Background: an optimization exercise with open tools, aiming at small area, a short achievable clock period and few clock cycles. Do not read the settings as production practice. At most, simulation tests tie the RTL to the original design; equivalence was not proved. The clock port is modelled as an ideal driver; clocking choices that lean on that would not hold on a real chip.

v6:
==> flow/design.v (excerpt) <==
module day1_2 (
    input  logic clk,
    input  logic rst,
    input  logic tvalid_rx,
    output logic tready_rx,
    input  logic [7:0] tdata_rx,
    input  logic tlast_rx,
    output logic tvalid_tx,
    input  logic tready_tx,
    output logic [31:0] tdata_tx,
    output logic tlast_tx
);
Size in the first run: about 320 cells after synthesis, about 2400 µm² of cells after synthesis.
==> module day1_2, before the edit <==
module day1_2 (
    input  logic clk,
    input  logic rst,
    input  logic tvalid_rx,
    output logic tready_rx,
    input  logic [7:0] tdata_rx,
    input  logic tlast_rx,
    output logic tvalid_tx,
    input  logic tready_tx,
    output logic [31:0] tdata_tx,
    output logic tlast_tx
);
  logic       tv;           
  logic       tl;           
  logic       tn;           
  logic [4:0] td;           
  logic       rst_q;
  always_ff @(posedge clk) begin
    rst_q <= rst;
    tv <= tvalid_rx & ~rst;
    tl <= tlast_rx;
    tn <= ~tdata_rx[6];
    td <= tdata_rx[4:0];
  end
  logic [4:0] st;           
  logic [4:0] ns;
  logic       wf;           
  logic [3:0] wd;           
  wire l_e = (td == 5'd5);
  wire l_f = (td == 5'd6);
  wire l_g = (td == 5'd7);
  wire l_h = (td == 5'd8);
  wire l_i = (td == 5'd9);
  wire l_n = (td == 5'd14);
  wire l_o = (td == 5'd15);
  wire l_r = (td == 5'd18);
  wire l_s = (td == 5'd19);
  wire l_t = (td == 5'd20);
  wire l_u = (td == 5'd21);
  wire l_v = (td == 5'd22);
  wire l_w = (td == 5'd23);
  wire l_x = (td == 5'd24);
  wire l_z = (td == 5'd26);
  wire s_root = (st == 5'd0);
  wire s_e = (st == 5'd10);
  wire s_f = (st == 5'd11);
  wire s_n = (st == 5'd8);
  wire s_o = (st == 5'd3);
  wire s_s = (st == 5'd29);
  wire s_t = (st == 5'd9);
  wire s_z = (st == 5'd14);
  wire s_ei = (st == 5'd12);
  wire s_fi = (st == 5'd31);
  wire s_fo = (st == 5'd19);
  wire s_ni = (st == 5'd28);
  wire s_on = (st == 5'd1);
  wire s_se = (st == 5'd15);
  wire s_si = (st == 5'd7);
  wire s_th = (st == 5'd6);
  wire s_tw = (st == 5'd22);
  wire s_ze = (st == 5'd24);
  wire s_eig = (st == 5'd23);
  wire s_fiv = (st == 5'd4);
  wire s_fou = (st == 5'd20);
  wire s_nin = (st == 5'd2);
  wire s_sev = (st == 5'd16);
  wire s_thr = (st == 5'd21);
  wire s_zer = (st == 5'd13);
  wire s_eigh = (st == 5'd5);
  wire s_seve = (st == 5'd27);
  wire s_thre = (st == 5'd30);
  assign ns[0] = (l_e & (s_s | s_sev)) | l_f | (l_g & (s_ei)) | (l_h & (s_eig)) | (l_i & (s_f | s_s)) | (l_n & (s_o | s_fo)) | l_o | (l_r & (s_th | s_ze)) | l_s | l_t;
  assign ns[1] = (l_e & (s_root | s_e | s_f | s_n | s_o | s_s | s_t | s_ei | s_fi | s_fo | s_ni | s_on | s_se | s_si | s_th | s_tw | s_ze | s_eig | s_fiv | s_fou | s_nin | s_sev | s_thr | s_zer | s_eigh | s_seve | s_thre)) | l_f | (l_g & (s_ei)) | (l_h & (s_t)) | (l_i & (s_f | s_s)) | (l_n & (s_ni)) | l_o | (l_w & (s_t)) | l_z;
  assign ns[2] = (l_e & (s_s | s_thr)) | (l_g & (s_ei)) | (l_h & (s_t | s_eig)) | (l_i & (s_e | s_f | s_n | s_s | s_on | s_se | s_ze | s_nin | s_seve | s_thre)) | (l_r & (s_th | s_ze)) | l_s | (l_u & (s_fo)) | (l_v & (s_fi)) | (l_w & (s_t)) | l_z;
  assign ns[3] = l_e | l_f | (l_i & (s_e | s_f | s_n | s_on | s_se | s_ze | s_nin | s_seve | s_thre)) | (l_n & (s_root | s_e | s_f | s_n | s_s | s_t | s_z | s_ei | s_fi | s_on | s_se | s_si | s_th | s_tw | s_ze | s_eig | s_fiv | s_fou | s_nin | s_sev | s_thr | s_zer | s_eigh | s_seve | s_thre)) | (l_r & (s_ze)) | l_s | l_t | l_z;
  assign ns[4] = (l_e & (s_z | s_sev | s_thr)) | (l_g & (s_ei)) | (l_i & (s_f | s_n | s_on | s_nin)) | (l_o & (s_f)) | (l_r & (s_th)) | l_s | (l_u & (s_fo)) | (l_v & (s_se)) | (l_w & (s_t));
  assign wf = (l_e & (s_on | s_fiv | s_nin | s_thre)) | (l_n & (s_seve)) | (l_o & (s_tw | s_zer)) | (l_r & (s_fou)) | (l_t & (s_eigh)) | (l_x & (s_si));
  assign wd[0] = (l_e & (s_on | s_fiv | s_nin | s_thre)) | (l_n & (s_seve));
  assign wd[1] = (l_e & (s_thre)) | (l_n & (s_seve)) | (l_o & (s_tw)) | (l_x & (s_si));
  assign wd[2] = (l_e & (s_fiv)) | (l_n & (s_seve)) | (l_r & (s_fou)) | (l_x & (s_si));
  assign wd[3] = (l_e & (s_nin)) | (l_t & (s_eigh));
  logic [3:0] first_dig, last_dig;
  logic       mac;          
  logic [6:0] acc_lo;
  logic       cy;           
  logic [16:0] acc_hi;
  logic       done;
  wire found = tn | wf;
  wire [3:0] dig = tn ? td[3:0] : wd;
  wire [6:0] val = {first_dig, 3'b000} + {2'b00, first_dig, 1'b0} + {3'b000, last_dig};
  wire fresh = mac | (first_dig == 4'hF);
  always_ff @(posedge clk) begin
    if (rst_q) first_dig <= 4'hF;
    else if (tv && found && fresh) first_dig <= dig;
    else if (mac) first_dig <= 4'hF;
  end
  always_ff @(posedge clk) begin
    if (tv && found) last_dig <= dig;
  end
  always_ff @(posedge clk) begin
    if (rst_q) begin
      st     <= '0;
      mac    <= 1'b0;
      acc_lo <= '0;
      cy     <= 1'b0;
      acc_hi <= '0;
    end else begin
      if (tv) begin
        st   <= (tl || tn) ? 5'd0 : ns;
      end
      mac <= tv & tl;
      {cy, acc_lo} <= {1'b0, acc_lo} + (mac ? {1'b0, val} : 8'd0);
      acc_hi <= acc_hi + {16'd0, cy};
    end
  end
  always_ff @(posedge clk) begin
    done <= ~rst & tready_tx & ~tv & ~mac & ~cy;
  end
  assign tready_rx = 1'b1;
  assign tvalid_tx = done;
  assign tlast_tx  = done;
  assign tdata_tx  = {8'd0, acc_hi, acc_lo};
endmodule
clock: 10.0 ns
lec_check: 0
cap_margin: 20
core_margin: 2
core_utilization: 40
slew_margin: 20
standard.sh (not shown) runs the stock make flow with config.mk's settings and CLKGATE_MAP_FILE= SYNTH_SCRIPT=/design/flow/synth_recipe.tcl, a recipe that flattens the netlist after the stock synthesis.
==> flow/flow/run.sh <==
#!/bin/bash
# Layout flow: the standard synthesis, then its combinational logic re-optimised for area
# with ABC (registers, their names and cell types kept), then the standard layout with
# small port buffers, a two-buffer clock tree (flow/clk2.tcl, run before CTS) and a
# tighter setup target for repair_timing.
set -euo pipefail
R=orfs/results/$FLOW_PLATFORM/day1_2/base
bash standard.sh synth > synth.log 2>&1
cp $R/1_2_yosys.v $R/1_2_yosys.std.v
LIB=$FLOW_HOME/platforms/$FLOW_PLATFORM/lib/sky130_fd_sc_hd__tt_025C_1v80.lib \
IN=$R/1_2_yosys.std.v OUT=$R/1_2_yosys.v yosys -c flow/resyn.tcl > resyn.log 2>&1
rm -f $R/1_synth.odb $R/1_synth.sdc
bash standard.sh BUFFER_PORTS_ARGS="-buffer_cell sky130_fd_sc_hd__buf_1" SETUP_SLACK_MARGIN=7.2 \
  PRE_CTS_TCL=$PWD/flow/clk2.tcl \
  CTS_ARGS="-sink_clustering_enable -repair_clock_nets -dont_use_dummy_load" finish > standard.log 2>&1
Other scripts of this flow, unchanged in this note and not shown: flow/flow/area.abc, flow/flow/clk2.tcl, flow/flow/resyn.tcl
Testbench counts of v6, summed over its fixed seeds: cycles 33,504.
Here is what was changed in the inputs of v7 compared with v6.
--- a/flow/design.v
+++ b/flow/design.v
@@ -13,11 +13,9 @@
   logic       tv;           
   logic       tl;           
   logic       tn;           
   logic [4:0] td;           
-  logic       rst_q;
   always_ff @(posedge clk) begin
-    rst_q <= rst;
     tv <= tvalid_rx & ~rst;
     tl <= tlast_rx;
     tn <= ~tdata_rx[6];
     td <= tdata_rx[4:0];
@@ -89,33 +87,30 @@
   wire [3:0] dig = tn ? td[3:0] : wd;
   wire [6:0] val = {first_dig, 3'b000} + {2'b00, first_dig, 1'b0} + {3'b000, last_dig};
   wire fresh = mac | (first_dig == 4'hF);
   always_ff @(posedge clk) begin
-    if (rst_q) first_dig <= 4'hF;
+    if (rst) first_dig <= 4'hF;
     else if (tv && found && fresh) first_dig <= dig;
     else if (mac) first_dig <= 4'hF;
   end
   always_ff @(posedge clk) begin
     if (tv && found) last_dig <= dig;
   end
   always_ff @(posedge clk) begin
-    if (rst_q) begin
+    if (rst) begin
       st     <= '0;
       mac    <= 1'b0;
       acc_lo <= '0;
       cy     <= 1'b0;
       acc_hi <= '0;
+      done   <= 1'b0;
     end else begin
-      if (tv) begin
-        st   <= (tl || tn) ? 5'd0 : ns;
-      end
+      if (tv) st <= (tl || tn) ? 5'd0 : ns;
       mac <= tv & tl;
       {cy, acc_lo} <= {1'b0, acc_lo} + (mac ? {1'b0, val} : 8'd0);
       acc_hi <= acc_hi + {16'd0, cy};
+      done <= tready_tx & ~tv & ~mac & ~cy;
     end
-  end
-  always_ff @(posedge clk) begin
-    done <= ~rst & tready_tx & ~tv & ~mac & ~cy;
   end
   assign tready_rx = 1'b1;
   assign tvalid_tx = done;
   assign tlast_tx  = done;
Notes after the runs:
Going from v6 to v7, total global-route track usage grows by 1.3 points. In v7 the number of cells in the finished layout apart from fillers turned out 21 higher than in v6. Run comparison: v6 worst setup path endpoint cy; v7 worst setup path endpoint acc_lo[6]. In v7 the number of placed cells counting well taps turned out 1.6% higher than in v6. Summary of v7 over v6: fmax down 2.4%, clock skew higher, synthesis-to-layout area growth picked up an extra 5.8 points, critical path depth climbed 3. In v7, routed wire length is higher than in v6.
For v7, only the layout was checked, not whether the RTL still works.

## static timing again, ports no longer ideal
The flow's constraints put no driver on any port. The routed layouts listed below were extracted and timed again, unchanged, in two steps. Step 1: set_driving_cell puts a clkbuf_16 on clk and a buf_2 on each other input, an assumption about the parent block. Step 2, shift: input delay + t, output delay - t, t = (earliest + latest rising clock arrival at the registers) / 2. This alone moves slack from input paths to output paths. a / b / c = ideal / step 1 / step 2; a / b = the first two.
run | t (ns) | setup slack, ns | slew at the worst register clock pin (ns) | pins driven straight from the clock port
v6 | 0.200 | 7.244 / 7.206 / 7.244 | 0.09 / 0.09 | 2
v7 | 0.200 | 7.177 / 7.177 / 6.991 | 0.09 / 0.09 | 2
After both steps setup and hold are still met in every run listed. For v7, which loses most, drivers alone change the setup slack by 0.000 ns; drivers and shift together by -0.186 ns.
